This design comes from an exercise in tuning for small area and a short achievable clock period on the open sky130 flow, not from production work.
Function was checked by simulation only, so behaviour that the tests miss may differ from the original.
No activity file was given, so power comes from the tool's default toggle rates.

--- flow/config.mk ---
export PLATFORM = sky130hd
export DESIGN_NAME = microprocessor
export DESIGN_NICKNAME = microprocessor
export VERILOG_FILES = /design/flow/design.v
export SDC_FILE = /design/flow/constraint.sdc
export NUM_CORES = 4
export LEC_CHECK = 0
export CAP_MARGIN = 20
export CORE_MARGIN = 2
export CORE_UTILIZATION = 40
export CTS_CLUSTER_DIAMETER = 60
export CTS_CLUSTER_SIZE = 30
export PLACE_DENSITY = 0.55
export SETUP_SLACK_MARGIN = 3.5
export SLEW_MARGIN = 20
export SYNTH_HIERARCHICAL = 1
--- flow/constraint.sdc ---
create_clock -name core_clock -period 6.0 [get_ports {clk}]
set_input_delay 1.2000 -clock core_clock [delete_from_list [all_inputs] [get_ports {clk}]]
set_output_delay 1.2000 -clock core_clock [all_outputs]
set_load 0.01 [all_outputs]
--- flow/design.v ---
module g_inv(input a, output y); assign y = ~a; endmodule
module g_nand2(input a, b, output y); assign y = ~(a & b); endmodule
module g_nor2(input a, b, output y); assign y = ~(a | b); endmodule
module g_aoi21(input a1, a2, b1, output y); assign y = ~((a1 & a2) | b1); endmodule
module g_oai21(input a1, a2, b1, output y); assign y = ~((a1 | a2) & b1); endmodule
module g_and2(input a, b, output y); assign y = a & b; endmodule
module g_or2(input a, b, output y); assign y = a | b; endmodule
module g_xor2(input a, b, output y); assign y = a ^ b; endmodule
module g_xnor2(input a, b, output y); assign y = ~(a ^ b); endmodule
module g_maj(input a, b, c, output y); assign y = (a & b) | (a & c) | (b & c); endmodule
module g_a222oi(input a1, a2, b1, b2, c1, c2, output y);
	assign y = ~((a1 & a2) | (b1 & b2) | (c1 & c2));
endmodule
module alu_bit(input a, b, q, spx, s1, s2, s4, output g, t, x0);
	wire p, y3, yq;
	g_and2 u_g(.a(a), .b(b), .y(g));
	g_or2 u_t(.a(a), .b(b), .y(t));
	g_xor2 u_p(.a(a), .b(b), .y(p));
	g_a222oi u_l(.a1(spx), .a2(p), .b1(s1), .b2(g), .c1(s2), .c2(t), .y(y3));
	g_nand2 u_q(.a(s4), .b(q), .y(yq));
	g_nand2 u_x(.a(y3), .b(yq), .y(x0));
endmodule
module alu(a, b, q, ci, sel_lo, sel_hi, out, co);
	input [15:0] a, b, q;
	input ci;
	input [4:0] sel_lo, sel_hi;
	output [15:0] out;
	output co;
	wire [15:0] g, t, x0;
	wire g0;
	wire s0n_lo = ~sel_lo[0], s0n_hi = ~sel_hi[0];
	wire spx_lo = sel_lo[0] | sel_lo[3], spx_hi = sel_hi[0] | sel_hi[3];
	wire g_1, g_2, t_3, g_4, t_5, g_6, t_7, g_8, t_9, g_10, t_11, g_12, t_13, g_14, t_15, n_16, g_17, g_18, n_19, g_20, n_21, t_22, g_23, t_24, n_25, g_26, n_27, t_28, g_29, t_30, n_31, g_32, n_33, t_34, g_35, t_36, g_37, n_38, g_39, g_40, g_41, g_42, t_43, n_44, g_45, n_46, t_47, g_48, t_49, g_50, t_51, n_52, g_53, g_54, g_55, g_56, g_57, g_58, g_59, g_60, k_61, k_62, k_63, k_64, k_65, k_66, k_67, k_68, k_69, k_70, k_71, k_72, k_73, k_74, k_75, k_76;
	genvar i;
	generate
		for (i = 0; i < 16; i = i + 1) begin : BIT
			alu_bit u_bit(.a(a[i]), .b(b[i]), .q(q[i]),
				.spx(i < 8 ? spx_lo : spx_hi), .s1(i < 8 ? sel_lo[1] : sel_hi[1]),
				.s2(i < 8 ? sel_lo[2] : sel_hi[2]), .s4(i < 8 ? sel_lo[4] : sel_hi[4]),
				.g(g[i]), .t(t[i]), .x0(x0[i]));
		end
	endgenerate
	g_maj u_c0(.a(a[0]), .b(b[0]), .c(ci), .y(g0));
	g_aoi21 u_g_1(.a1(t[1]), .a2(g0), .b1(g[1]), .y(g_1));
	g_aoi21 u_g_2(.a1(t[3]), .a2(g[2]), .b1(g[3]), .y(g_2));
	g_nand2 u_t_3(.a(t[3]), .b(t[2]), .y(t_3));
	g_aoi21 u_g_4(.a1(t[5]), .a2(g[4]), .b1(g[5]), .y(g_4));
	g_nand2 u_t_5(.a(t[5]), .b(t[4]), .y(t_5));
	g_aoi21 u_g_6(.a1(t[7]), .a2(g[6]), .b1(g[7]), .y(g_6));
	g_nand2 u_t_7(.a(t[7]), .b(t[6]), .y(t_7));
	g_aoi21 u_g_8(.a1(t[9]), .a2(g[8]), .b1(g[9]), .y(g_8));
	g_nand2 u_t_9(.a(t[9]), .b(t[8]), .y(t_9));
	g_aoi21 u_g_10(.a1(t[11]), .a2(g[10]), .b1(g[11]), .y(g_10));
	g_nand2 u_t_11(.a(t[11]), .b(t[10]), .y(t_11));
	g_aoi21 u_g_12(.a1(t[13]), .a2(g[12]), .b1(g[13]), .y(g_12));
	g_nand2 u_t_13(.a(t[13]), .b(t[12]), .y(t_13));
	g_aoi21 u_g_14(.a1(t[15]), .a2(g[14]), .b1(g[15]), .y(g_14));
	g_nand2 u_t_15(.a(t[15]), .b(t[14]), .y(t_15));
	g_inv u_n_16(.a(g_1), .y(n_16));
	g_aoi21 u_g_17(.a1(t[2]), .a2(n_16), .b1(g[2]), .y(g_17));
	g_oai21 u_g_18(.a1(t_3), .a2(g_1), .b1(g_2), .y(g_18));
	g_inv u_n_19(.a(g_4), .y(n_19));
	g_aoi21 u_g_20(.a1(t[6]), .a2(n_19), .b1(g[6]), .y(g_20));
	g_inv u_n_21(.a(t_5), .y(n_21));
	g_nand2 u_t_22(.a(t[6]), .b(n_21), .y(t_22));
	g_oai21 u_g_23(.a1(t_7), .a2(g_4), .b1(g_6), .y(g_23));
	g_nor2 u_t_24(.a(t_7), .b(t_5), .y(t_24));
	g_inv u_n_25(.a(g_8), .y(n_25));
	g_aoi21 u_g_26(.a1(t[10]), .a2(n_25), .b1(g[10]), .y(g_26));
	g_inv u_n_27(.a(t_9), .y(n_27));
	g_nand2 u_t_28(.a(t[10]), .b(n_27), .y(t_28));
	g_oai21 u_g_29(.a1(t_11), .a2(g_8), .b1(g_10), .y(g_29));
	g_nor2 u_t_30(.a(t_11), .b(t_9), .y(t_30));
	g_inv u_n_31(.a(g_12), .y(n_31));
	g_aoi21 u_g_32(.a1(t[14]), .a2(n_31), .b1(g[14]), .y(g_32));
	g_inv u_n_33(.a(t_13), .y(n_33));
	g_nand2 u_t_34(.a(t[14]), .b(n_33), .y(t_34));
	g_oai21 u_g_35(.a1(t_15), .a2(g_12), .b1(g_14), .y(g_35));
	g_nor2 u_t_36(.a(t_15), .b(t_13), .y(t_36));
	g_aoi21 u_g_37(.a1(t[4]), .a2(g_18), .b1(g[4]), .y(g_37));
	g_inv u_n_38(.a(g_18), .y(n_38));
	g_oai21 u_g_39(.a1(t_5), .a2(n_38), .b1(g_4), .y(g_39));
	g_oai21 u_g_40(.a1(t_22), .a2(n_38), .b1(g_20), .y(g_40));
	g_aoi21 u_g_41(.a1(t_24), .a2(g_18), .b1(g_23), .y(g_41));
	g_aoi21 u_g_42(.a1(t[12]), .a2(g_29), .b1(g[12]), .y(g_42));
	g_nand2 u_t_43(.a(t[12]), .b(t_30), .y(t_43));
	g_inv u_n_44(.a(g_29), .y(n_44));
	g_oai21 u_g_45(.a1(t_13), .a2(n_44), .b1(g_12), .y(g_45));
	g_inv u_n_46(.a(t_30), .y(n_46));
	g_nor2 u_t_47(.a(t_13), .b(n_46), .y(t_47));
	g_oai21 u_g_48(.a1(t_34), .a2(n_44), .b1(g_32), .y(g_48));
	g_nor2 u_t_49(.a(t_34), .b(n_46), .y(t_49));
	g_aoi21 u_g_50(.a1(t_36), .a2(g_29), .b1(g_35), .y(g_50));
	g_nand2 u_t_51(.a(t_36), .b(t_30), .y(t_51));
	g_inv u_n_52(.a(g_41), .y(n_52));
	g_aoi21 u_g_53(.a1(t[8]), .a2(n_52), .b1(g[8]), .y(g_53));
	g_oai21 u_g_54(.a1(t_9), .a2(g_41), .b1(g_8), .y(g_54));
	g_oai21 u_g_55(.a1(t_28), .a2(g_41), .b1(g_26), .y(g_55));
	g_aoi21 u_g_56(.a1(t_30), .a2(n_52), .b1(g_29), .y(g_56));
	g_oai21 u_g_57(.a1(t_43), .a2(g_41), .b1(g_42), .y(g_57));
	g_aoi21 u_g_58(.a1(t_47), .a2(n_52), .b1(g_45), .y(g_58));
	g_aoi21 u_g_59(.a1(t_49), .a2(n_52), .b1(g_48), .y(g_59));
	g_oai21 u_g_60(.a1(t_51), .a2(g_41), .b1(g_50), .y(g_60));
	g_nand2 u_k_61(.a(ci), .b(sel_lo[0]), .y(k_61));
	g_xnor2 u_o0(.a(x0[0]), .b(k_61), .y(out[0]));
	g_nand2 u_k_62(.a(g0), .b(sel_lo[0]), .y(k_62));
	g_xnor2 u_o1(.a(x0[1]), .b(k_62), .y(out[1]));
	g_nor2 u_k_63(.a(g_1), .b(s0n_lo), .y(k_63));
	g_xor2 u_o2(.a(x0[2]), .b(k_63), .y(out[2]));
	g_nor2 u_k_64(.a(g_17), .b(s0n_lo), .y(k_64));
	g_xor2 u_o3(.a(x0[3]), .b(k_64), .y(out[3]));
	g_nand2 u_k_65(.a(g_18), .b(sel_lo[0]), .y(k_65));
	g_xnor2 u_o4(.a(x0[4]), .b(k_65), .y(out[4]));
	g_nor2 u_k_66(.a(g_37), .b(s0n_lo), .y(k_66));
	g_xor2 u_o5(.a(x0[5]), .b(k_66), .y(out[5]));
	g_nand2 u_k_67(.a(g_39), .b(sel_lo[0]), .y(k_67));
	g_xnor2 u_o6(.a(x0[6]), .b(k_67), .y(out[6]));
	g_nand2 u_k_68(.a(g_40), .b(sel_lo[0]), .y(k_68));
	g_xnor2 u_o7(.a(x0[7]), .b(k_68), .y(out[7]));
	g_nor2 u_k_69(.a(g_41), .b(s0n_hi), .y(k_69));
	g_xor2 u_o8(.a(x0[8]), .b(k_69), .y(out[8]));
	g_nor2 u_k_70(.a(g_53), .b(s0n_hi), .y(k_70));
	g_xor2 u_o9(.a(x0[9]), .b(k_70), .y(out[9]));
	g_nand2 u_k_71(.a(g_54), .b(sel_hi[0]), .y(k_71));
	g_xnor2 u_o10(.a(x0[10]), .b(k_71), .y(out[10]));
	g_nand2 u_k_72(.a(g_55), .b(sel_hi[0]), .y(k_72));
	g_xnor2 u_o11(.a(x0[11]), .b(k_72), .y(out[11]));
	g_nor2 u_k_73(.a(g_56), .b(s0n_hi), .y(k_73));
	g_xor2 u_o12(.a(x0[12]), .b(k_73), .y(out[12]));
	g_nand2 u_k_74(.a(g_57), .b(sel_hi[0]), .y(k_74));
	g_xnor2 u_o13(.a(x0[13]), .b(k_74), .y(out[13]));
	g_nor2 u_k_75(.a(g_58), .b(s0n_hi), .y(k_75));
	g_xor2 u_o14(.a(x0[14]), .b(k_75), .y(out[14]));
	g_nor2 u_k_76(.a(g_59), .b(s0n_hi), .y(k_76));
	g_xor2 u_o15(.a(x0[15]), .b(k_76), .y(out[15]));
	assign co = g_60;
endmodule
module g_nand3(input a, b, c, output y); assign y = ~(a & b & c); endmodule
module g_nand4(input a, b, c, d, output y); assign y = ~(a & b & c & d); endmodule
module g_or3(input a, b, c, output y); assign y = a | b | c; endmodule
module rdport_bit(input [31:1] sel, input [31:1] d, output q);
	wire [10:0] t;
	genvar j;
	generate
		for (j = 0; j < 10; j = j + 1) begin : T
			g_a222oi u(.a1(sel[3*j+1]), .a2(d[3*j+1]), .b1(sel[3*j+2]), .b2(d[3*j+2]),
				.c1(sel[3*j+3]), .c2(d[3*j+3]), .y(t[j]));
		end
	endgenerate
	g_nand2 u_t10(.a(sel[31]), .b(d[31]), .y(t[10]));
	wire u0, u1, u2;
	g_nand4 u_u0(.a(t[0]), .b(t[1]), .c(t[2]), .d(t[3]), .y(u0));
	g_nand4 u_u1(.a(t[4]), .b(t[5]), .c(t[6]), .d(t[7]), .y(u1));
	g_nand3 u_u2(.a(t[8]), .b(t[9]), .c(t[10]), .y(u2));
	g_or3 u_q(.a(u0), .b(u1), .c(u2), .y(q));
endmodule
module rdport(dec, rf, q);
	input [11:0] dec;
	input [32*31-1:0] rf;
	output [31:0] q;
	wire [31:1] sel;
	genvar k, b;
	generate
		for (k = 1; k < 32; k = k + 1) begin : SEL
			assign sel[k] = dec[8 + k / 8] & dec[k % 8];
		end
		for (b = 0; b < 32; b = b + 1) begin : BIT
			wire [31:1] d;
			for (k = 1; k < 32; k = k + 1) begin : D
				assign d[k] = rf[32*(k-1) + b];
			end
			rdport_bit u(.sel(sel), .d(d), .q(q[b]));
		end
	endgenerate
endmodule
module microprocessor(clk, rst, outputPorts, inputPorts, imem_addr, imem_data, dmem_addr, dmem_we, dmem_wdata, dmem_rdata);
	input clk;
	input rst;
	input [1:0] inputPorts;
	output reg [7:0] outputPorts;
	output [7:0] imem_addr;
	input [31:0] imem_data;
	output [7:0] dmem_addr;
	output dmem_we;
	output [31:0] dmem_wdata;
	input [31:0] dmem_rdata;
	reg [7:0] pc, pc_a;
	assign imem_addr = pc;
	wire [4:0] f_rs = imem_data[25:21];
	wire [4:0] f_rt = imem_data[20:16];
	wire [11:0] f_rs_dec = {4'b0001 << f_rs[4:3], 8'b00000001 << f_rs[2:0]};
	wire [11:0] f_rt_dec = {4'b0001 << f_rt[4:3], 8'b00000001 << f_rt[2:0]};
	reg [5:0] d_op;             
	reg [15:0] d_ir;            
	reg [4:0] d_rt;
	reg [11:0] d_rs_dec, d_rt_dec;
	reg d_jump;                 
	reg [7:0] d_jt;             
	wire [5:0] d_fn = d_ir[5:0];
	wire [4:0] d_rd = d_ir[15:11];
	reg d_wr, d_load, d_store, d_branch, d_imm, d_sub;
	reg [4:0] d_res;            
	always @(*) begin
		d_wr = 1'b0; d_load = 1'b0; d_store = 1'b0; d_branch = 1'b0;
		d_imm = 1'b0; d_sub = 1'b0; d_res = 5'b00001;
		case (d_op)
			6'b000000: case (d_fn)
				6'b100000: d_wr = 1'b1;
				6'b100010: begin d_wr = 1'b1; d_sub = 1'b1; end
				6'b100100: begin d_wr = 1'b1; d_res = 5'b00010; end
				6'b100101: begin d_wr = 1'b1; d_res = 5'b00100; end
				6'b100110: begin d_wr = 1'b1; d_res = 5'b01000; end
				default: ;
			endcase
			6'b100011: begin d_wr = 1'b1; d_imm = 1'b1; d_load = 1'b1; end
			6'b101011: begin d_imm = 1'b1; d_store = 1'b1; end
			6'b000100: begin d_branch = 1'b1; d_res = 5'b10000; end   
			6'b001111, 6'b001000: begin d_wr = 1'b1; d_imm = 1'b1; end
			6'b001100: begin d_wr = 1'b1; d_imm = 1'b1; d_res = 5'b00010; end
			6'b001101: begin d_wr = 1'b1; d_imm = 1'b1; d_res = 5'b00100; end
			6'b001110: begin d_wr = 1'b1; d_imm = 1'b1; d_res = 5'b01000; end
			default: ;
		endcase
	end
	wire [4:0] d_dest = (d_op == 6'b000000) ? d_rd : d_rt;
	wire [32*31-1:0] rf;        
	wire [31:0] d_a, d_b;
	rdport rd_a(.dec(d_rs_dec), .rf(rf), .q(d_a));
	rdport rd_b(.dec(d_rt_dec), .rf(rf), .q(d_b));
	reg [31:0] e_a, e_b;
	reg [15:0] e_i;
	reg [7:0] e_tgt;
	reg [4:0] e_dest;
	reg [4:0] e_res;
	reg e_wr, e_load, e_store, e_branch, e_imm, e_sub;
	wire [31:0] e_bop = (e_imm ? {{16{e_i[15]}}, e_i} : e_b) ^ {32{e_sub}};
	wire [4:0] e_sel_mid = e_store ? 5'b10000 : e_res;
	wire [15:0] e_lo;
	wire e_c16;
	alu e_alu(.a(e_a[15:0]), .b(e_bop[15:0]), .q({e_b[15:8], e_tgt}), .ci(e_sub),
		.sel_lo(e_res), .sel_hi(e_sel_mid), .out(e_lo), .co(e_c16));
	wire e_eq = (e_a == e_b);
	wire e_io = (e_lo[7:3] == 5'd0) | (e_lo[7:1] == 7'b0000100);
	reg [15:0] m_lo;            
	reg [15:0] m_a, m_b;        
	reg m_c16;
	reg [4:0] m_sel;
	reg [7:0] m_sd;             
	reg [4:0] m_dest;
	reg m_wr, m_load, m_store, m_we, m_taken;
	wire [7:0] m_addr = m_lo[7:0];
	assign dmem_addr = m_addr;
	assign dmem_we = m_we;
	assign dmem_wdata = {m_b, m_lo[15:8], m_sd};
	wire [15:0] m_hi;
	alu m_alu(.a(m_a), .b(m_b), .q(m_b), .ci(m_c16), .sel_lo(m_sel), .sel_hi(m_sel), .out(m_hi), .co());
	wire m_in = (m_addr[7:1] == 7'b0000100);
	wire [31:0] m_ld = m_in ? {31'd0, inputPorts[m_addr[0]]} : dmem_rdata;
	wire [11:0] m_dest_dec = {(4'b0001 << m_dest[4:3]) & {4{m_wr}}, 8'b00000001 << m_dest[2:0]};
	reg [31:0] w_data;
	reg [3:0] w_hi;             
	reg [7:0] w_lo;
	always @(posedge clk) begin
		if (rst) begin
			pc <= 8'd0; pc_a <= 8'd0;
			d_op <= 6'h3f;     
			d_jump <= 1'b0;
			e_wr <= 1'b0; e_store <= 1'b0; e_branch <= 1'b0;
			m_wr <= 1'b0; m_we <= 1'b0; m_store <= 1'b0; m_taken <= 1'b0;
			w_hi <= 4'd0;
			outputPorts <= 8'd0;
		end else begin
			pc <= m_taken ? m_lo[7:0] : (d_jump ? d_jt : pc + 8'd1);
			pc_a <= pc;
			d_op <= imem_data[31:26];
			d_jump <= (imem_data[31:26] == 6'b000010);
			e_wr <= d_wr; e_store <= d_store; e_branch <= d_branch;
			m_wr <= e_wr; m_store <= e_store; m_taken <= e_branch & e_eq;
			m_we <= e_store & ~e_io;
			w_hi <= m_dest_dec[11:8];
			if (m_store && m_addr[7:3] == 5'd0) outputPorts[m_addr[2:0]] <= m_sd[0];
		end
	end
	always @(posedge clk) begin
		d_ir <= imem_data[15:0];
		d_jt <= pc_a + imem_data[7:0];
		d_rt <= f_rt;
		d_rs_dec <= f_rs_dec;
		d_rt_dec <= f_rt_dec;
		e_a <= d_a; e_b <= d_b; e_i <= d_ir; e_dest <= d_dest;
		e_tgt <= pc_a + d_ir[7:0];
		e_load <= d_load; e_imm <= d_imm; e_sub <= d_sub; e_res <= d_res;
		m_lo <= e_lo; m_c16 <= e_c16; m_a <= e_a[31:16];
		m_b <= e_store ? e_b[31:16] : e_bop[31:16];
		m_sel <= e_sel_mid;
		m_sd <= e_b[7:0]; m_dest <= e_dest; m_load <= e_load;
		w_data <= m_load ? m_ld : {m_hi, m_lo};
		w_lo <= m_dest_dec[7:0];
	end
	genvar g;
	generate
		for (g = 1; g < 32; g = g + 1) begin : RF_WRITE
			reg [31:0] r;
			always @(posedge clk)
				if (w_hi[g / 8] & w_lo[g % 8]) r <= w_data;
			assign rf[32*(g-1) +: 32] = r;
		end
	endgenerate
endmodule
--- flow/flow/run.sh ---
#!/bin/bash
# The standard layout, with plain buffers (buf_4) on the ports in place of
# the delay cells buffer_ports picks by itself.
set -euo pipefail
export BUFFER_PORTS_ARGS="-buffer_cell sky130_fd_sc_hd__buf_4"
bash standard.sh > standard.log 2>&1
--- flow/standard.sh ---
#!/bin/bash
# synth_recipe.tcl (not shown) runs the flow's synth.tcl, then flattens the netlist and writes it again
# the make line also repeats each setting of config.mk as NAME=value (left out here)
make -C /OpenROAD-flow-scripts/flow DESIGN_CONFIG=/design/flow/config.mk WORK_HOME=/design/flow/orfs CLKGATE_MAP_FILE= SYNTH_SCRIPT=/design/flow/synth_recipe.tcl "${@:-finish}"
==> results of run 1 <==
-- what timing repair did --
action / 4_1_cts / 5_1_grt
setup endpoints to repair: 78 / 28
hold endpoints to repair: 0 / 0
setup buffers: 4 / 2
pin swaps: 1 / 18
gates resized for setup: 62 / 32
-- power groups by stage --
stage               logic (mW)  clock network [mW]  registers (mW)
floorplan                 1.05                   0            11.9
finish                    3.00                7.59            11.6
CTS                       2.90                7.66            11.6
detailed placement        2.86                   0            11.8
global placement          2.84                   0            11.8
global route              3.16                8.02            11.6
-- worst register-to-register path, delay by kind of cell, from the launching register on --
kind,cells,cell delay [ns]
AOI/OAI and AO/OA,1,0.49
buffers and inverters,1,0.32
DFF,1,0.41
and+or+nand+nor,3,1.23
-- layer usage --
metal	routed length [µm]	global-route usage, %	up-vias
met2	82000	42.2	2852
met3	26900	9.39	427
met4	10000	13.8	2
li1	-	-	15100
met1	70500	36.8	18100
met5	13	0	-
-- how the worst max path moves through the flow --
stage / cells past startpoint / slack, ns / end / startpoint
6_report: 5 / 3.41 / e_b[11] / d_rt_dec[10]
5_1_grt: 11 / 3.39 / m_we / e_imm
4_1_cts: 11 / 3.42 / m_we / e_imm
3_5_place_dp: 11 / 2.57 / m_we / e_imm
3_3_place_gp: 11 / 2.61 / m_we / e_imm
2_1_floorplan: 12 / 3.59 / m_lo[12] / e_imm
-- final cells by class --
type | instances | area share [%]
antenna | 3 | 0.0128
inverter | 77 | 0.495
clock buffer | 127 | 5.25
multi-input combinational | 1868 | 24.5
timing repair buffer | 250 | 3.28
clock inverter | 75 | 1.41
sequential | 1296 | 61.5
tap | 1650 | 3.53
-- sequential cells by signal, indices dropped and copies added (netlist names), 12 cells and up --
name / count
RF_WRITE.r: 992
m_lo: 16
m_a: 16
d_rs_dec: 12
d_ir: 16
d_rt_dec: 12
e_i: 16
e_a: 32
m_b: 16
e_b: 32
w_data: 32
==> results.toml, run 1 <==
[outcome]
status = "no timing/DRC/antenna violations"

[clock_tree]
hold_buffers = 0
cts_max_level = 3
numCtsBuffers = 106
ctsLongestPathBuffers = 3
clk_latency_ns = 0.73
cts_tree = "yes"
path_clk_slew_ns = 0.08
ctsRootBufferMaster = "clkbuf_16"
cts_sinks = 1296

[worst_setup_path]
cpMaxStageDelayCell = "or3_4"
cp_max_fo = 32
critPathKind = "flip-flop to flip-flop"
reg2reg_slack_ns = 3.41
critical_path_buf_inv_count = 1
max_stage_delay_ns = 0.57
r2r_start = "d_rt_dec[10]"
r2r.worst_path.cells = 5
path_cells = "and2_1 -> buf_4 -> a222oi_1 -> nand4_1 -> or3_4"
crit_required_ns = 6.58
r2r_end = "e_b[11]"
crit_path_end_kind = "flip-flop"
cp.arrival_ns = 3.17
critPathTopFamily = "simple AND/OR/NAND/NOR gates"
crit_path_start_kind = "flip-flop"

[power_and_ir_drop]
seqPwrFrac_pct = 52.3
power_mw = 22.2
p_per_area_mw_per_mm2 = 380
p_comb_share_pct = 13.5
clkPwrFrac_pct = 34.2
p_leak_nw = 19.5
p_switching_mw = 6.38
p_int_mw = 15.8
ir_worst_vdd_mv = 0.225
switching_share_pct = 28.8

[sta]
period_share_pct = 43.1
fmax_ghz = 0.386
worstMarginPinSlew_ns = 1.19
timing.hold.ws_ns = 0.328
final-setup-viol-count = 0
slew_violations = 0
finalWorstSetupSlack_ns = 3.41
skew_ns = 0.0341
hold_viol = 0
fin_setup_tns_ns = 0
period_minus_slack_ns = 2.59
slew_headroom_pct = 20.5
rsz0062_at_grt = "true"

[placement]
gp_congestion = 0.873
dpl_worst_slack_ns = 2.57
dp_hpwl_um = 108000
port_buffers = 124
place_inst = 5135
place_area_mm2 = 0.0542

[final_layout]
layout-drive-gt1-share_pct = 16.4
layout.cells.non_filler = 5346
nNetsFinal = 3687
most-common-layout-cells = "edfxtp_1 (992), a222oi_1 (672), dfxtp_1 (259)"
fillers = 10900
finalCoreUtilization_pct = 46.6
multi_input_area_mm2 = 0.0143
layout_commonest_cell = "edfxtp_1"
area_growth_pct = 15.9
design_area_mm2 = 0.0584
regArea_mm2 = 0.0360

[routing]
first_iter_violations = 8007
vias = 36500
wirelength_um = 189000
drc = 0
dr.pass1.iters = 14
wl_per_cell_um = 35.4
ant_nets = 0
routed_via_density = 6.82

[floorplan]
die_w_um = 359
coreArea_mm2 = 0.125
die-area_mm2 = 0.129
rows = 130
die_h_um = 359
ios = 125
initial_core_util_pct = 40.2

[grt]
grt_antenna_before_repair = 7
grtUsageTotal_pct = 28.2
grt_pass1_wl_um = 260000
grt_max_degree = 38
grt_overflow_total = 0
grt_pass1_vias = 34700

[synth]
yosysWarnings = 7
synthCells = 3269
synth_area_mm2 = 0.0504
syn_avg_cell_area_um2 = 15.4
synth_nets = 3357

[min_path]
min_to = "m_dest[3]"
min_from = "e_dest[3]"
hold_depth = 0
hold_class = "flip-flop to flip-flop"

[job]
cap_violations = 0
==> run 2, diff against run 1 <==
==> flow/run.sh (new file) <==
#!/bin/bash
# synth_recipe.tcl (not shown) runs the flow's synth.tcl, then flattens the netlist and writes it again
# the make line also repeats each setting of config.mk as NAME=value (left out here)
make -C /OpenROAD-flow-scripts/flow DESIGN_CONFIG=/design/flow/config.mk WORK_HOME=/design/flow/orfs CLKGATE_MAP_FILE= SYNTH_SCRIPT=/design/flow/synth_recipe.tcl finish
removed: flow/flow/run.sh
removed: flow/standard.sh
==> run 2 against run 1 <==
  * Sequential power about the same
  * Register-to-register slack about the same
  * Critical path type unchanged
  * Still clean
  * Largest cell class unchanged
  * Die area unchanged
  * Cell count increased by 0.79%
==> results.toml, run 2 <==
[worst_setup_path]
cp_max_fo = 32
crit_required_ns = 6.54
critPathKind = "flip-flop to flip-flop"
max_stage_delay_ns = 0.61
path_cells = "and2_1 -> buf_4 -> a222oi_1 -> nand4_1 -> or3_1"
crit_path_end_kind = "flip-flop"
cpMaxStageDelayCell = "or3_1"
cp.arrival_ns = 3.13
crit_path_start_kind = "flip-flop"

[clock_tree]
clk_latency_ns = 0.74
cts_tree = "yes"
ctsRootBufferMaster = "clkbuf_16"
ctsLongestPathBuffers = 3
hold_buffers = 0
numCtsBuffers = 112
cts_sinks = 1296
path_clk_slew_ns = 0.08
cts_max_level = 3

[synth]
synthCells = 3269
synth_area_mm2 = 0.0504
synth_nets = 3357
syn_avg_cell_area_um2 = 15.4
yosysWarnings = 7

[sta]
slew_violations = 0
fmax_ghz = 0.385
hold_viol = 0
worstMarginPinSlew_ns = 1.06
skew_ns = 0.0475
slew_headroom_pct = 29.0
period_minus_slack_ns = 2.60
final-setup-viol-count = 0
period_share_pct = 43.3
fin_setup_tns_ns = 0
rsz0062_at_grt = "true"

[final_layout]
layout_commonest_cell = "edfxtp_1"
largest_reg_flops = 992
multi_input_area_mm2 = 0.0143
most-common-layout-cells = "edfxtp_1 (992), a222oi_1 (672), dfxtp_1 (252)"
layout.cells.non_filler = 5388
fillers = 10900
largest-register = "RF_WRITE.r"
finalCoreUtilization_pct = 47.0
area_growth_pct = 16.9
regArea_mm2 = 0.0360
layout-drive-gt1-share_pct = 15.5
nNetsFinal = 3721

[grt]
met2_usage_pct = 43.8
grt_pass1_wl_um = 265000
grt_pass1_vias = 35100
gr-usage-met3_pct = 7.85
met1_usage_pct = 38.3
busiest_layer = "met2"
grt_antenna_before_repair = 11
grt_overflow_total = 0
grtUsageTotal_pct = 28.7
grt_max_degree = 41

[floorplan]
die_h_um = 359
coreArea_mm2 = 0.125
ios = 125
die-area_mm2 = 0.129
rows = 130
initial_core_util_pct = 40.2
die_w_um = 359

[power_and_ir_drop]
ir_worst_vdd_mv = 0.226
power_mw = 22.5
p_leak_nw = 19.6
p_per_area_mw_per_mm2 = 382

[routing]
wirelength_um = 193000
routed_via_density = 6.89
dr.pass1.iters = 14
vias = 37100
ant_nets = 0
wl_per_cell_um = 35.8
first_iter_violations = 8602
drc = 0

[placement]
port_buffers = 124
place_inst = 5137
dp_hpwl_um = 110000
gp_congestion = 0.862

[job]
cap_violations = 0

[min_path]
hold_class = "flip-flop to flip-flop"

[outcome]
status = "no timing/DRC/antenna violations"
-- run 2: worst max-delay path: cells and delay by family (launching register included) --
kind                   cells  cell delay, ns
AO/OA/AOI/OAI              1            0.46
buffers and inverters      1            0.34
flip-flops                 1            0.40
AND/OR/NAND/NOR            3            1.20
-- run 2: stage by stage --
step	cell area [µm²]	hold WS [ns]	setup slack (ns)
after detailed placement	54600	0.314	3.00
after floorplan	50400	0.310	3.59
after global placement	54600	0.313	2.96
after global routing	58900	0.334	3.45
after CTS	58800	0.330	3.42
final	58900	0.328	3.40
-- run 2: final timing paths --
kind | slack, ns | to | from | depth (start not counted)
worst min register to register | 0.33 | m_dest[1] | e_dest[1] | 0
worst max register to register | 3.40 | e_b[24] | d_rt_dec[9] | 5
worst max-delay path | 3.40 | e_b[24] | d_rt_dec[9] | 5
worst min-delay path | 0.33 | m_dest[1] | e_dest[1] | 0
-- run 2: layer usage --
layer	wire length, µm	up-vias
met3	26400	417
met5	13	-
met4	9390	2
li1	-	15100
met1	72200	18600
met2	84700	2965
-- run 2: repair_timing --
action / 4_1_cts / 5_1_grt
resized for setup: 299 / 36
endpoints found under the setup margin: 70 / 36
setup buffers: 29 / 3
pin swaps: 10 / 21
-- run 2: cell type report --
| type | instances | area share (%) |
|---|---|---|
| flip-flops and latches | 1296 | 61.1 |
| well taps | 1650 | 3.50 |
| multi-input cells | 1868 | 24.3 |
| repair buffers | 278 | 3.77 |
| clock buffers | 128 | 5.08 |
| diodes | 5 | 0.0212 |
| inverters | 77 | 0.490 |
| clock inverters | 86 | 1.74 |
-- run 2: where the power goes --
group | leakage [nW] | internal [mW] | switching, mW | total, mW
Combinational | 6.21 | 0.882 | 2.20 | 3.08
Clock | 1.95 | 4.09 | 3.76 | 7.85
Sequential | 11.5 | 11.0 | 0.560 | 11.6
==> run 3, diff against run 2 <==
--- a/flow/design.v
+++ b/flow/design.v
@@ -154,16 +154,12 @@
 	g_nand3 u_u2(.a(t[8]), .b(t[9]), .c(t[10]), .y(u2));
 	g_or3 u_q(.a(u0), .b(u1), .c(u2), .y(q));
 endmodule
-module rdport(dec, rf, q);
-	input [11:0] dec;
+module rdport(sel, rf, q);
+	input [31:1] sel;
 	input [32*31-1:0] rf;
 	output [31:0] q;
-	wire [31:1] sel;
 	genvar k, b;
 	generate
-		for (k = 1; k < 32; k = k + 1) begin : SEL
-			assign sel[k] = dec[8 + k / 8] & dec[k % 8];
-		end
 		for (b = 0; b < 32; b = b + 1) begin : BIT
 			wire [31:1] d;
 			for (k = 1; k < 32; k = k + 1) begin : D
@@ -188,12 +184,12 @@
 	assign imem_addr = pc;
 	wire [4:0] f_rs = imem_data[25:21];
 	wire [4:0] f_rt = imem_data[20:16];
-	wire [11:0] f_rs_dec = {4'b0001 << f_rs[4:3], 8'b00000001 << f_rs[2:0]};
-	wire [11:0] f_rt_dec = {4'b0001 << f_rt[4:3], 8'b00000001 << f_rt[2:0]};
+	wire [31:0] f_rs_sel = 32'd1 << f_rs;
+	wire [31:0] f_rt_sel = 32'd1 << f_rt;
 	reg [5:0] d_op;             
 	reg [15:0] d_ir;            
 	reg [4:0] d_rt;
-	reg [11:0] d_rs_dec, d_rt_dec;
+	reg [31:1] d_rs_sel, d_rt_sel;
 	reg d_jump;                 
 	reg [7:0] d_jt;             
 	wire [5:0] d_fn = d_ir[5:0];
@@ -225,8 +221,8 @@
 	wire [4:0] d_dest = (d_op == 6'b000000) ? d_rd : d_rt;
 	wire [32*31-1:0] rf;        
 	wire [31:0] d_a, d_b;
-	rdport rd_a(.dec(d_rs_dec), .rf(rf), .q(d_a));
-	rdport rd_b(.dec(d_rt_dec), .rf(rf), .q(d_b));
+	rdport rd_a(.sel(d_rs_sel), .rf(rf), .q(d_a));
+	rdport rd_b(.sel(d_rt_sel), .rf(rf), .q(d_b));
 	reg [31:0] e_a, e_b;
 	reg [15:0] e_i;
 	reg [7:0] e_tgt;
@@ -285,8 +281,8 @@
 		d_ir <= imem_data[15:0];
 		d_jt <= pc_a + imem_data[7:0];
 		d_rt <= f_rt;
-		d_rs_dec <= f_rs_dec;
-		d_rt_dec <= f_rt_dec;
+		d_rs_sel <= f_rs_sel[31:1];
+		d_rt_sel <= f_rt_sel[31:1];
 		e_a <= d_a; e_b <= d_b; e_i <= d_ir; e_dest <= d_dest;
 		e_tgt <= pc_a + d_ir[7:0];
 		e_load <= d_load; e_imm <= d_imm; e_sub <= d_sub; e_res <= d_res;
==> run 3 against run 2 <==
  * Sequential power is essentially flat
  * Largest cell class unchanged
  * First-iteration DRC count fell by 12%
  * Area after synthesis rose by 1.3%
  * Cell area up 0.47%
  * Critical endpoint is now e_b[4]
  * Power is 0.59% lower
  * Non-clock buffer count is 6 lower
==> results.toml, run 3 <==
[sta]
slew_violations = 0
rsz0062_at_grt = "true"
hold_viol = 0
worstMarginPinSlew_ns = 1.24
final-setup-viol-count = 0
period_minus_slack_ns = 2.54
skew_ns = 0.0625
timing.hold.ws_ns = 0.320
period_share_pct = 42.4
fin_setup_tns_ns = 0
slew_headroom_pct = 17.1
fmax_ghz = 0.393

[placement]
dp_hpwl_um = 109000
port_buffers = 124
gp_congestion = 0.853
place_area_mm2 = 0.0551

[final_layout]
finalCoreUtilization_pct = 46.6
layout_commonest_cell = "edfxtp_1"
fillers = 11100
layout-drive-gt1-share_pct = 15.5
largest_reg_flops = 992
nNetsFinal = 3757
largest-register = "RF_WRITE.r"
multi_input_area_mm2 = 0.0141
area_growth_pct = 16.0
regArea_mm2 = 0.0368
most-common-layout-cells = "edfxtp_1 (992), a222oi_1 (672), dfxtp_1 (261)"
design_area_mm2 = 0.0592

[power_and_ir_drop]
ir_worst_vdd_mv = 0.240
p_per_area_mw_per_mm2 = 378
p_leak_nw = 19.7

[grt]
grt_overflow_total = 0
grtUsageTotal_pct = 28.0
grt_max_degree = 41
grt_antenna_before_repair = 9
grt_pass1_vias = 35000
grt_pass1_wl_um = 260000

[outcome]
status = "no timing/DRC/antenna violations"

[clock_tree]
numCtsBuffers = 107
ctsLongestPathBuffers = 3
cts_tree = "yes"
clk_latency_ns = 0.76
path_clk_slew_ns = 0.08
cts_max_level = 3
ctsRootBufferMaster = "clkbuf_16"
cts_sinks = 1334

[worst_setup_path]
crit_required_ns = 6.61
cp.arrival_ns = 3.15
cpMaxStageDelayCell = "a222oi_1"
cp_max_fo = 26
path_cells = "buf_4 -> a222oi_1 -> nand4_1 -> or3_1"
max_stage_delay_ns = 0.65
crit_path_start_kind = "flip-flop"
crit_path_end_kind = "flip-flop"
critPathKind = "flip-flop to flip-flop"

[routing]
drc = 0
dr.pass1.iters = 11
vias = 36600
routed_via_density = 6.74
wirelength_um = 189000
ant_nets = 0
first_iter_violations = 7583
wl_per_cell_um = 34.9

[floorplan]
die_h_um = 361
die_w_um = 361
initial_core_util_pct = 40.1
coreArea_mm2 = 0.127
die-area_mm2 = 0.131
ios = 125
rows = 131

[job]
cap_violations = 0

[synth]
syn_avg_cell_area_um2 = 15.3
synth_area_mm2 = 0.0511
yosysWarnings = 7
synthCells = 3327
synth_nets = 3415

[min_path]
hold_class = "flip-flop to flip-flop"
[run 3: layout make-up]
| type | instances | area share [%] |
|---|---|---|
| Sequential cell | 1334 | 62.2 |
| Antenna cell | 10 | 0.0423 |
| Inverter | 77 | 0.488 |
| Timing Repair Buffer | 272 | 3.60 |
| Clock inverter | 83 | 1.57 |
| Clock buffer | 119 | 4.81 |
| Tap cell | 1662 | 3.51 |
| Multi-Input combinational cell | 1877 | 23.8 |
[run 3: power breakdown]
group          internal (mW)  switching (mW)  leakage (nW)
Clock                   3.85            3.70          1.84
Combinational          0.860            2.05          6.08
Sequential              11.3           0.649          11.8
Total                   16.0            6.41          19.7
[run 3: layer usage]
metal	global-route usage, %	vias to the layer above	part of all wire, %
li1	-	15200	-
met1	36.1	18400	37
met2	43.9	2558	45
met3	6.25	443	12
met4	15.8	2	6.3
met5	0	-	0.0069
[run 3: final timing paths]
check | from | endpoint | slack (ns) | depth (start not counted)
setup / recovery | d_rt_sel[18] | e_b[4] | 3.46 | 4
hold / removal | e_dest[3] | m_dest[3] | 0.32 | 0
setup reg to reg | d_rt_sel[18] | e_b[4] | 3.46 | 4
hold reg to reg | e_dest[3] | m_dest[3] | 0.32 | 0
[run 3: repair_timing]
item	in CTS	in global routing
hold endpoints to repair	0	0
buffers inserted	26	11
cloned	0	2
endpoints found under the setup margin	69	28
hold buffers	0	0
resized for setup	310	24
pin swaps	3	16
[run 3: worst max-delay path: cells and delay by family (launching register included)]
family                 cells  cell delay [ns]
AO/OA/AOI/OAI              1             0.65
flip-flops                 1             0.43
AND/OR/NAND/NOR            2             0.94
buffers and inverters      1             0.33
[run 3: stage by stage]
step / std cells / worst slack, ns / power [mW]
detailed placement: 5183 / 2.95 / 14.9
CTS: 5411 / 3.42 / 22.4
finish: 5434 / 3.46 / 22.4
global placement: 5183 / 2.95 / 14.9
global route: 5425 / 3.49 / 23.0
floorplan: 3327 / 3.59 / 13.2
==> run 4, diff against run 3 <==
==> flow/flow/run.sh (new file) <==
#!/bin/bash
# The standard layout, with plain buffers (buf_4) on the ports in place of
# the delay cells buffer_ports picks by itself.
set -euo pipefail
export BUFFER_PORTS_ARGS="-buffer_cell sky130_fd_sc_hd__buf_4"
bash standard.sh > standard.log 2>&1
==> flow/standard.sh (new file) <==
#!/bin/bash
# synth_recipe.tcl (not shown) runs the flow's synth.tcl, then flattens the netlist and writes it again
# the make line also repeats each setting of config.mk as NAME=value (left out here)
make -C /OpenROAD-flow-scripts/flow DESIGN_CONFIG=/design/flow/config.mk WORK_HOME=/design/flow/orfs CLKGATE_MAP_FILE= SYNTH_SCRIPT=/design/flow/synth_recipe.tcl "${@:-finish}"
removed: flow/run.sh
==> run 4 against run 3 <==
  * Still clean on timing, DRC and antenna
  * Synthesized cell count stayed put
  * Power is 3.2% higher
  * Non-clock buffer count is 12 lower
  * Register-to-register slack better by 0.06 ns
  * Hold slack better by 0.012 ns
  * Highest routed layer unchanged
  * Cell count hardly changed
  * Worst setup slack better by 0.057 ns
==> results.toml, run 4 <==
[outcome]
status = "no timing/DRC/antenna violations"

[floorplan]
ios = 125
initial_core_util_pct = 40.1
die_h_um = 361
die_w_um = 361
coreArea_mm2 = 0.127
rows = 131
die-area_mm2 = 0.131

[clock_tree]
cts_max_level = 3
hold_buffers = 0
cts_sinks = 1334
path_clk_slew_ns = 0.08
numCtsBuffers = 113
clk_latency_ns = 0.74
ctsLongestPathBuffers = 3
ctsRootBufferMaster = "clkbuf_16"
cts_tree = "yes"

[synth]
synth_nets = 3415
synthCells = 3327
syn_avg_cell_area_um2 = 15.3
yosysWarnings = 7
synth_area_mm2 = 0.0511

[sta]
period_share_pct = 41.4
fmax_ghz = 0.402
timing.hold.ws_ns = 0.332
slew_violations = 0
worstMarginPinSlew_ns = 1.31
slew_headroom_pct = 12.8
hold_viol = 0
final-setup-viol-count = 0
period_minus_slack_ns = 2.49
finalWorstSetupSlack_ns = 3.51
rsz0062_at_grt = "true"
skew_ns = 0.0357
fin_setup_tns_ns = 0

[placement]
gp_congestion = 0.891
port_buffers = 124
dpl_worst_slack_ns = 2.66
place_inst = 5188
place_area_mm2 = 0.0549
dp_hpwl_um = 110000

[min_path]
min_to = "m_dest[3]"
min_from = "e_dest[3]"
hold_class = "flip-flop to flip-flop"
hold_depth = 0

[routing]
wirelength_um = 192000
drc = 0
wl_per_cell_um = 35.3
vias = 36900
routed_via_density = 6.78
ant_nets = 0
first_iter_violations = 7637
dr.pass1.iters = 11

[worst_setup_path]
r2r.worst_path.cells = 4
crit_required_ns = 6.57
crit_path_start_kind = "flip-flop"
cp.arrival_ns = 3.05
reg2reg_slack_ns = 3.51
cp_max_fo = 22
r2r_end = "e_b[16]"
crit_path_end_kind = "flip-flop"
cp-startpoint = "d_rt_sel[21]"
r2r_start = "d_rt_sel[21]"
critPathKind = "flip-flop to flip-flop"

[grt]
grt_pass1_wl_um = 262000
grt_overflow_total = 0
grt_antenna_before_repair = 16
grt_max_degree = 53
grtUsageTotal_pct = 28.4
grt_pass1_vias = 35000

[power_and_ir_drop]
ir_worst_vdd_mv = 0.234
p_leak_nw = 19.9
power_mw = 23.1
p_per_area_mw_per_mm2 = 389

[final_layout]
layout.cells.non_filler = 5437
nNetsFinal = 3751
largest-register = "RF_WRITE.r"
largest_reg_flops = 992
layout-drive-gt1-share_pct = 16.8
finalCoreUtilization_pct = 46.8
area_growth_pct = 16.5
layout_commonest_cell = "edfxtp_1"
most-common-layout-cells = "edfxtp_1 (992), a222oi_1 (672), dfxtp_1 (281)"
design_area_mm2 = 0.0595

[job]
cap_violations = 0
run 4: layout make-up:
class / count / area, µm²
fillers: 11100 / 67700
flip-flops and latches: 1334 / 36800
multi-input cells: 1877 / 14100
clock buffers: 118 / 2930
well taps: 1662 / 2080
repair buffers: 260 / 2040
clock inverters: 98 / 1280
inverters: 77 / 289
diodes: 11 / 27.5
run 4: report_power, final:
group | switching (mW) | total, mW | internal (mW)
clock | 4.10 | 8.22 | 4.12
sequential | 0.472 | 11.7 | 11.3
combinational | 2.26 | 3.16 | 0.902
total | 6.83 | 23.1 | 16.3
run 4: worst max path at each step:
stage                   end  slack (ns)  depth (start not counted)
6_report            e_b[16]        3.51                          4
5_1_grt          w_data[29]        3.48                         10
4_1_cts        imem_addr[1]        3.50                          1
3_5_place_dp       m_lo[15]        2.66                         10
3_3_place_gp           m_we        2.69                         11
2_1_floorplan      m_lo[12]        3.59                         12
run 4: timing repair:
| action | 4_1_cts | 5_1_grt |
|---|---|---|
| gates resized for setup | 65 | 18 |
| endpoints found under the setup margin | 50 | 22 |
| setup buffers | 15 | 5 |
| cloned | 0 | 0 |
| pin swaps | 0 | 5 |
run 4: worst max-delay path: stages, from the launching register on:
cell and delay [ns]:
dfxtp_1 0.52, buf_6 0.32, a222oi_1 0.46, nand4_1 0.40
or3_1 0.61
run 4: per-layer routing:
| layer | global-route usage, % | vias to the layer above | part of all wire [%] |
|---|---|---|---|
| met5 | 0 | - | 0.045 |
| met1 | 36.9 | 18400 | 37 |
| met3 | 6.72 | 491 | 13 |
| met4 | 16.8 | 12 | 6.1 |
| met2 | 43.3 | 2700 | 44 |
| li1 | - | 15300 | - |
==> run 5, diff against run 4 <==
--- a/flow/design.v
+++ b/flow/design.v
@@ -252,10 +252,9 @@
 	alu m_alu(.a(m_a), .b(m_b), .q(m_b), .ci(m_c16), .sel_lo(m_sel), .sel_hi(m_sel), .out(m_hi), .co());
 	wire m_in = (m_addr[7:1] == 7'b0000100);
 	wire [31:0] m_ld = m_in ? {31'd0, inputPorts[m_addr[0]]} : dmem_rdata;
-	wire [11:0] m_dest_dec = {(4'b0001 << m_dest[4:3]) & {4{m_wr}}, 8'b00000001 << m_dest[2:0]};
 	reg [31:0] w_data;
-	reg [3:0] w_hi;             
-	reg [7:0] w_lo;
+	reg [4:0] w_dest;
+	reg w_wr;
 	always @(posedge clk) begin
 		if (rst) begin
 			pc <= 8'd0; pc_a <= 8'd0;
@@ -263,7 +262,7 @@
 			d_jump <= 1'b0;
 			e_wr <= 1'b0; e_store <= 1'b0; e_branch <= 1'b0;
 			m_wr <= 1'b0; m_we <= 1'b0; m_store <= 1'b0; m_taken <= 1'b0;
-			w_hi <= 4'd0;
+			w_wr <= 1'b0;
 			outputPorts <= 8'd0;
 		end else begin
 			pc <= m_taken ? m_lo[7:0] : (d_jump ? d_jt : pc + 8'd1);
@@ -273,7 +272,7 @@
 			e_wr <= d_wr; e_store <= d_store; e_branch <= d_branch;
 			m_wr <= e_wr; m_store <= e_store; m_taken <= e_branch & e_eq;
 			m_we <= e_store & ~e_io;
-			w_hi <= m_dest_dec[11:8];
+			w_wr <= m_wr;
 			if (m_store && m_addr[7:3] == 5'd0) outputPorts[m_addr[2:0]] <= m_sd[0];
 		end
 	end
@@ -291,14 +290,14 @@
 		m_sel <= e_sel_mid;
 		m_sd <= e_b[7:0]; m_dest <= e_dest; m_load <= e_load;
 		w_data <= m_load ? m_ld : {m_hi, m_lo};
-		w_lo <= m_dest_dec[7:0];
+		w_dest <= m_dest;
 	end
 	genvar g;
 	generate
 		for (g = 1; g < 32; g = g + 1) begin : RF_WRITE
 			reg [31:0] r;
 			always @(posedge clk)
-				if (w_hi[g / 8] & w_lo[g % 8]) r <= w_data;
+				if (w_wr && w_dest == g) r <= w_data;
 			assign rf[32*(g-1) +: 32] = r;
 		end
 	endgenerate
==> flow/flow/run.sh (replaced) <==
#!/bin/bash
# The standard layout, with the port buffers chosen in flow/ports.tcl (run
# just before global placement) in place of the delay cells that
# buffer_ports picks by itself.
set -euo pipefail
export DONT_BUFFER_PORTS=1
export PRE_GLOBAL_PLACE_TCL="$PWD/flow/ports.tcl"
bash standard.sh > standard.log 2>&1
==> flow/flow/ports.tcl (new file) <==
# Port buffers, placed before global placement in place of the standard
# flow's buffer_ports call: small buffers on the inputs, which have slack,
# and plain buf_4 buffers on the outputs.
buffer_ports -inputs -buffer_cell sky130_fd_sc_hd__buf_1
buffer_ports -outputs -buffer_cell sky130_fd_sc_hd__buf_4
==> run 5 against run 4 <==
  * Still clean
  * Routed wire length down 7.8%
  * Sequential power up 6%
  * Combinational power down 37%
  * Cell count down 3.6%
  * Sequential cell count down 6
  * Global-route usage down 2.3 points
==> results.toml, run 5 <==
[routing]
vias = 35500
routed_via_density = 6.77
wirelength_um = 177000
ant_nets = 0
dr.pass1.iters = 15
first_iter_violations = 6763
drc = 0
wl_per_cell_um = 33.7

[power_and_ir_drop]
switching_share_pct = 29.2
power_mw = 22.0
p_int_mw = 15.6
ir_worst_vdd_mv = 0.226
seqPwrFrac_pct = 56.6
p_per_area_mw_per_mm2 = 381
p_leak_nw = 18.9
clkPwrFrac_pct = 34.4
p_switching_mw = 6.42
p_comb_share_pct = 9.0

[final_layout]
largest_reg_flops = 992
largest-register = "RF_WRITE.r"
fillers = 11000
area_growth_pct = 13.6
nNetsFinal = 3582
layout-drive-gt1-share_pct = 12.4
most-common-layout-cells = "edfxtp_1 (992), a222oi_1 (672), dfxtp_1 (297)"
design_area_mm2 = 0.0578
layout_commonest_cell = "edfxtp_1"

[floorplan]
die_w_um = 360
initial_core_util_pct = 40.4
rows = 130
die_h_um = 360
ios = 125
die-area_mm2 = 0.130
coreArea_mm2 = 0.126

[synth]
synth_nets = 3402
syn_avg_cell_area_um2 = 15.3
synth_area_mm2 = 0.0508
synthCells = 3314
yosysWarnings = 7

[min_path]
hold_depth = 0
hold_class = "flip-flop to flip-flop"

[worst_setup_path]
cp_max_fo = 19
crit_path_end_kind = "flip-flop"
r2r.worst_path.cells = 4
cpMaxStageDelayCell = "or3_1"
critPathKind = "flip-flop to flip-flop"
crit_required_ns = 6.56
path_cells = "buf_4 -> a222oi_1 -> nand4_1 -> or3_1"
max_stage_delay_ns = 0.55
crit_path_start_kind = "flip-flop"
cp.arrival_ns = 3.01

[clock_tree]
cts_sinks = 1328
path_clk_slew_ns = 0.08
ctsRootBufferMaster = "clkbuf_16"
numCtsBuffers = 105
cts_tree = "yes"
clk_latency_ns = 0.72
ctsLongestPathBuffers = 3
cts_max_level = 3
hold_buffers = 0

[grt]
met2_usage_pct = 40.9
grt_max_degree = 65
met1_usage_pct = 33.8
grt_pass1_wl_um = 246000
grtUsageTotal_pct = 26.1
grt_pass1_vias = 33800
busiest_layer = "met2"
grt_antenna_before_repair = 14
gr-usage-met3_pct = 9.03
grt_overflow_total = 0

[placement]
dpl_worst_slack_ns = 2.70
place_area_mm2 = 0.0538
dp_hpwl_um = 105000
port_buffers = 123
gp_congestion = 0.902

[job]
cap_violations = 0

[sta]
period_minus_slack_ns = 2.45
finalWorstSetupSlack_ns = 3.55
skew_ns = 0.0474
slew_violations = 0
period_share_pct = 40.9
slew_headroom_pct = 28.8
fmax_ghz = 0.408
fin_setup_tns_ns = 0
rsz0062_at_grt = "true"
hold_viol = 0
final-setup-viol-count = 0
worstMarginPinSlew_ns = 1.07

[outcome]
status = "no timing/DRC/antenna violations"
## run 5: routing by layer
metal	up-vias	part of all wire [%]
met5	-	0
met4	0	3.2
met3	356	14
met2	2462	45
met1	17800	37
li1	14900	-
## run 5: area by class of cell
cell class | count | area (µm²) | area share, %
clock inverters | 85 | 1090 | 1.88
repair buffers | 113 | 877 | 1.52
inverters | 75 | 282 | 0.487
flip-flops and latches | 1328 | 36600 | 63.3
clock buffers | 113 | 2720 | 4.71
well taps | 1650 | 2060 | 3.57
multi-input cells | 1871 | 14100 | 24.5
diodes | 6 | 15.0 | 0.0260
## run 5: worst max-delay path: cells and delay by family, from the launching register on
kind	cells	cell delay (ns)
simple gates	2	1.08
compound gates	1	0.46
flops	1	0.45
buf+inv	1	0.30
## run 5: power by group through the flow
stage	clock network, mW	registers, mW	logic (mW)
after floorplan	0	12.1	1.02
after global routing	8.00	12.5	2.13
final	7.57	12.4	1.99
after CTS	7.66	12.4	1.93
after global placement	0	12.6	1.90
after detailed placement	0	12.6	1.91
## run 5: worst paths after layout
kind             end  slack, ns    startpoint
max reg2reg  e_a[25]       3.55  d_rs_sel[12]
min reg2reg   e_i[8]       0.33       d_ir[8]
min           e_i[8]       0.33       d_ir[8]
max          e_a[25]       3.55  d_rs_sel[12]
## run 5: timing repair
| item | 4_1_cts | 5_1_grt |
|---|---|---|
| buffers inserted | 3 | 5 |
| gates resized for setup | 13 | 12 |
| endpoints found under the setup margin | 23 | 43 |
| pin swaps | 0 | 11 |
## run 5: per-stage QoR
stage                     hold slack, ns  util (%)  std cells
after floorplan                    0.310         -       3314
after global placement             0.310      42.7       5029
after detailed placement           0.315      42.7       5029
after CTS                          0.332      45.8       5230
after global routing               0.340      45.9       5235
final                              0.329      45.9       5241
==> run 6, diff against run 5 <==
--- a/flow/config.mk
+++ b/flow/config.mk
@@ -8,8 +8,8 @@
 export CAP_MARGIN = 20
 export CORE_MARGIN = 2
 export CORE_UTILIZATION = 40
-export CTS_CLUSTER_DIAMETER = 60
-export CTS_CLUSTER_SIZE = 30
+export CTS_CLUSTER_DIAMETER = 70
+export CTS_CLUSTER_SIZE = 36
 export PLACE_DENSITY = 0.55
 export SETUP_SLACK_MARGIN = 3.5
 export SLEW_MARGIN = 20
==> run 6 against run 5 <==
  * Still clean
  * Global-route usage is 0.082 points lower
  * Maximum frequency is 0.44% lower
  * Clock power is 14% lower
  * Power is 4.6% lower
  * Hold slack better by 0.0076 ns
  * Critical path depth is 4 lower
  * Core utilization is 0.62 points lower
  * Sequential power hardly changed
  * Cell area is 1.4% lower
  * Routed wire length is 0.32% lower
  * Via count hardly changed
==> results.toml, run 6 <==
[worst_setup_path]
r2r.worst_path.cells = 4
crit_path_end_kind = "primary output"
crit_path_start_kind = "flip-flop"
cp.arrival_ns = 1.26
reg2reg_slack_ns = 3.55
r2r_end = "e_a[24]"
critPathKind = "flip-flop to primary output"
cp_max_fo = 4
cp-startpoint = "m_lo[4]"
crit_required_ns = 4.80
r2r_start = "d_rs_sel[19]"

[routing]
routed_via_density = 6.83
drc = 0
vias = 35500
first_iter_violations = 7020
ant_nets = 0
wl_per_cell_um = 33.9
dr.pass1.iters = 12
wirelength_um = 176000

[power_and_ir_drop]
switching_share_pct = 29.4
power_mw = 21.0
p_per_area_mw_per_mm2 = 368
p_switching_mw = 6.16
p_int_mw = 14.8
p_leak_nw = 18.5
clkPwrFrac_pct = 31.2
seqPwrFrac_pct = 59.3
p_comb_share_pct = 9.5
ir_worst_vdd_mv = 0.211

[clock_tree]
ctsLongestPathBuffers = 3
clk_latency_ns = 0.72
numCtsBuffers = 80
cts_max_level = 3
cts_sinks = 1328
ctsRootBufferMaster = "clkbuf_16"
path_clk_slew_ns = 0.09
hold_buffers = 0
cts_tree = "yes"

[sta]
period_minus_slack_ns = 2.46
timing.hold.ws_ns = 0.337
slew_violations = 0
slew_headroom_pct = 28.1
period_share_pct = 41.0
hold_viol = 0
fin_setup_tns_ns = 0
skew_ns = 0.0340
rsz0062_at_grt = "true"
worstMarginPinSlew_ns = 1.08
fmax_ghz = 0.406
final-setup-viol-count = 0
finalWorstSetupSlack_ns = 3.54

[min_path]
min_to = "e_i[10]"
hold_class = "flip-flop to flip-flop"
hold_depth = 0
min_from = "d_ir[10]"

[floorplan]
rows = 130
ios = 125
coreArea_mm2 = 0.126
die_h_um = 360
initial_core_util_pct = 40.4
die-area_mm2 = 0.130
die_w_um = 360

[grt]
grt_max_degree = 65
grt_antenna_before_repair = 15
grt_pass1_vias = 33600
grt_pass1_wl_um = 245000
grtUsageTotal_pct = 26.0
grt_overflow_total = 0

[synth]
synth_area_mm2 = 0.0508
synthCells = 3314
synth_nets = 3402
yosysWarnings = 7
syn_avg_cell_area_um2 = 15.3

[final_layout]
fillers = 11100
largest-register = "RF_WRITE.r"
layout-drive-gt1-share_pct = 11.3
most-common-layout-cells = "edfxtp_1 (992), a222oi_1 (672), dfxtp_1 (298)"
nNetsFinal = 3557
layout_commonest_cell = "edfxtp_1"
area_growth_pct = 12.1
largest_reg_flops = 992

[placement]
dp_hpwl_um = 105000
dpl_worst_slack_ns = 2.70
gp_congestion = 0.902
port_buffers = 123

[outcome]
status = "no timing/DRC/antenna violations"

[job]
cap_violations = 0
## run 6: cell types whose count changed in the layout (fill, tap and decap cells not counted), moves of 4 or more
cell and delta:
clkinv_8 -5, clkinv_16 +4, inv_8 -7, inv_6 -9
clkbuf_16 -27
## run 6: layout make-up
class | count | area [µm²] | share of cell area, %
Sequential cell | 1328 | 36600 | 64.2
Multi-Input combinational cell | 1871 | 14100 | 24.8
Tap cell | 1650 | 2060 | 3.62
Clock buffer | 84 | 2050 | 3.60
Clock inverter | 66 | 986 | 1.73
Timing Repair Buffer | 113 | 873 | 1.53
Inverter | 75 | 282 | 0.494
Antenna cell | 4 | 10.0 | 0.0176
## run 6: repair_timing
item | 4_1_cts | 5_1_grt
setup buffers | 3 | 5
setup endpoints to repair | 22 | 32
pin swaps | 0 | 4
gates resized for setup | 11 | 13
## run 6: worst max-delay path by stage
stage                                    to  slack [ns]  cells past startpoint
final                          dmem_addr[4]        3.54                      0
after floorplan           RF_WRITE[28].r[0]        3.45                      3
after global placement             m_lo[12]        2.75                     10
after detailed placement               m_we        2.70                     11
after CTS                              m_we        3.40                     11
after global routing                   m_we        3.44                     12
## run 6: power groups by stage
stage / Combinational (mW) / Sequential [mW] / Clock [mW]
final: 1.99 / 12.4 / 6.54
after global routing: 2.12 / 12.5 / 6.97
after CTS: 1.93 / 12.4 / 6.64
after detailed placement: 1.91 / 12.6 / 0
after global placement: 1.90 / 12.6 / 0
after floorplan: 1.02 / 12.1 / 0
## run 6: per-layer routing
layer	vias up	global-route usage, %	wire [µm]
li1	14800	-	-
met1	17800	34.2	66000
met2	2511	40.2	79300
met3	374	8.45	24900
met4	4	9.54	5960
met5	-	0	25
## run 6: metrics by stage
step / instance area, µm² / utilization [%] / std cells
after floorplan: 50800 / - / 3314
after detailed placement: 53800 / 42.7 / 5029
after global routing: 57000 / 45.2 / 5187
final: 57000 / 45.3 / 5191
after CTS: 56800 / 45.2 / 5182
after global placement: 53700 / 42.7 / 5029
==> run 7, diff against run 6 <==
==> flow/flow/run.sh (replaced) <==
#!/bin/bash
# The standard layout, with two changes:
# - the port buffers are chosen in flow/ports.tcl (run just before global
#   placement) in place of the delay cells that buffer_ports picks by itself;
# - clock tree synthesis clusters up to 36 flip-flops within 70 um per leaf
#   buffer and inserts no dummy loads.
set -euo pipefail
export DONT_BUFFER_PORTS=1
export PRE_GLOBAL_PLACE_TCL="$PWD/flow/ports.tcl"
export CTS_ARGS="-sink_clustering_enable -repair_clock_nets -sink_clustering_size 36 -sink_clustering_max_diameter 70 -dont_use_dummy_load"
bash standard.sh > standard.log 2>&1
--- a/flow/config.mk
+++ b/flow/config.mk
@@ -8,8 +8,6 @@
 export CAP_MARGIN = 20
 export CORE_MARGIN = 2
 export CORE_UTILIZATION = 40
-export CTS_CLUSTER_DIAMETER = 70
-export CTS_CLUSTER_SIZE = 36
 export PLACE_DENSITY = 0.55
 export SETUP_SLACK_MARGIN = 3.5
 export SLEW_MARGIN = 20
==> run 7 against run 6 <==
  * Non-clock buffer count unchanged
  * Combinational power about the same
  * Maximum frequency increased by 0.11%
  * Largest power group unchanged
  * Register-to-register slack about the same
  * Cell area down 1.8%
  * Largest cell class unchanged
  * Critical path depth did not move
  * Sequential share of layout area up 1.2 points
  * Power fell by 6.3%
  * Still clean on timing, DRC and antenna
  * Global-route usage is 0.065 points lower
==> results.toml, run 7 <==
[power_and_ir_drop]
p_per_area_mw_per_mm2 = 351
ir_worst_vdd_mv = 0.208
p_leak_nw = 18.0

[worst_setup_path]
cp.arrival_ns = 1.26
crit_path_end = "dmem_addr[1]"
critPathKind = "flip-flop to primary output"
crit_cells = 0
r2r_end = "e_a[25]"
crit_required_ns = 4.80
crit_path_end_kind = "primary output"
r2r.worst_path.cells = 4
r2r_start = "d_rs_sel[12]"
cp_max_fo = 5
cp-startpoint = "m_lo[1]"
crit_path_start_kind = "flip-flop"
reg2reg_slack_ns = 3.56

[final_layout]
nNetsFinal = 3557
fillers = 11200
largest_reg_flops = 992
most-common-layout-cells = "edfxtp_1 (992), a222oi_1 (672), dfxtp_1 (301)"
largest-register = "RF_WRITE.r"
finalCoreUtilization_pct = 44.4
layout-drive-gt1-share_pct = 9.49
area_growth_pct = 10.1
layout_commonest_cell = "edfxtp_1"

[synth]
synth_nets = 3402
synth_area_mm2 = 0.0508
yosysWarnings = 7
synthCells = 3314
syn_avg_cell_area_um2 = 15.3

[clock_tree]
path_clk_slew_ns = 0.09
cts_max_level = 3
hold_buffers = 0
ctsLongestPathBuffers = 3
cts_sinks = 1328
ctsRootBufferMaster = "clkbuf_16"
cts_tree = "yes"
numCtsBuffers = 80
clk_latency_ns = 0.72

[floorplan]
die_h_um = 360
rows = 130
die-area_mm2 = 0.130
coreArea_mm2 = 0.126
initial_core_util_pct = 40.4
die_w_um = 360
ios = 125

[sta]
finalWorstSetupSlack_ns = 3.54
period_minus_slack_ns = 2.46
final-setup-viol-count = 0
fin_setup_tns_ns = 0
worstMarginPinSlew_ns = 1.09
timing.hold.ws_ns = 0.327
hold_viol = 0
rsz0062_at_grt = "true"
slew_headroom_pct = 27.6
fmax_ghz = 0.406
period_share_pct = 41.0
slew_violations = 0
skew_ns = 0.0682

[grt]
grt_overflow_total = 0
grt_antenna_before_repair = 17
grt_pass1_vias = 33500
busiest_layer = "met2"
grt_pass1_wl_um = 244000
grt_max_degree = 65
grtUsageTotal_pct = 26.0
gr-usage-met3_pct = 8.37
met2_usage_pct = 40.2
met1_usage_pct = 34.1

[placement]
dp_hpwl_um = 105000
port_buffers = 123
gp_congestion = 0.902
dpl_worst_slack_ns = 2.70

[routing]
wl_per_cell_um = 34.3
ant_nets = 0
first_iter_violations = 6816
vias = 35200
wirelength_um = 175000
routed_via_density = 6.88
dr.pass1.iters = 14
drc = 0

[outcome]
status = "no timing/DRC/antenna violations"

[min_path]
hold_class = "flip-flop to flip-flop"

[job]
cap_violations = 0
[run 7: repair_timing]
action,in CTS,in global routing
resized for setup,9,13
setup buffers,3,5
gates cloned,0,0
endpoints found under the setup margin,19,30
pin swaps,0,11
[run 7: worst min path at each step]
stage,to,startpoint,slack [ns],cells after the start
after CTS,e_i[10],d_ir[10],0.33,0
after global placement,m_dest[4],e_dest[4],0.31,0
after detailed placement,m_dest[0],e_dest[0],0.32,0
final,e_i[10],d_ir[10],0.33,0
after floorplan,e_i[10],d_ir[10],0.31,0
after global routing,m_load,e_load,0.34,0
[run 7: cell type report]
class                   count  area, µm²  area share [%]
diodes                      2       5.00         0.00895
clock buffers              80       2000            3.58
inverters                  75        282           0.503
multi-input cells        1871      14100            25.3
flip-flops and latches   1328      36600            65.4
well taps                1650       2060            3.69
repair buffers            113        877            1.57
[run 7: stage by stage]
stage	cells	instance area [µm²]	total power [mW]
floorplan	3314	50800	13.2
global placement	5029	53700	14.5
detailed placement	5029	53800	14.5
CTS	5112	55800	19.6
global route	5117	55900	20.3
finish	5119	55900	19.7
[run 7: worst register-to-register path, cell delays in order (launching register included)]
cell and delay [ns]:
dfxtp_2 0.44, buf_4 0.30, a222oi_1 0.51, nand4_1 0.53, or3_1 0.55
[run 7: metal layers]
metal  share of wire [%]  up-vias
li1                    -    14700
met1                  38    17600
met2                  45     2509
met3                  14      379
met4                 3.6        2
met5              0.0063        -
[run 7: where the power goes]
group / internal (mW) / total [mW] / switching, mW
clock: 2.37 / 5.23 / 2.86
combinational: 0.644 / 1.99 / 1.35
sequential: 11.2 / 12.4 / 1.19

re-timing with driven ports:
How much do the figures lean on ideal ports? The routed layouts below were timed once more, with nothing changed but the port constraints.
Step 1, drivers: a clkbuf_16 drives clk and a buf_2 each remaining input, both assumed.
Step 2 adds t to the input delays and takes it off the output delays; t is the mean of the earliest and latest rising clock arrival at the registers after step 1. Input paths then give back, and output paths get back, about the clock's delay inside the block.
a / b / c = ideal / step 1 / step 2; a / b = the first two.
run | t, ns | slack for setup (ns) | hold slack, ns
run 1 | 0.789 | 3.412 / 3.412 / 3.279 | 0.328 / 0.328 / 0.328
run 2 | 0.786 | 3.403 / 3.403 / 2.956 | 0.328 / 0.328 / 0.328
run 3 | 0.797 | 3.458 / 3.458 / 2.940 | 0.320 / 0.320 / 0.320
run 4 | 0.790 | 3.515 / 3.478 / 3.337 | 0.332 / 0.332 / 0.332
run 5 | 0.769 | 3.548 / 3.486 / 3.423 | 0.329 / 0.329 / 0.329
run 6 | 0.764 | 3.537 / 3.466 / 3.420 | 0.337 / 0.337 / 0.337
run 7 | 0.737 | 3.540 / 3.469 / 3.410 | 0.327 / 0.327 / 0.327
After both steps setup and hold are still met in every run listed. The setup slack of run 3, which loses most, moves by 0.000 ns with the drivers and by -0.518 ns with both steps.
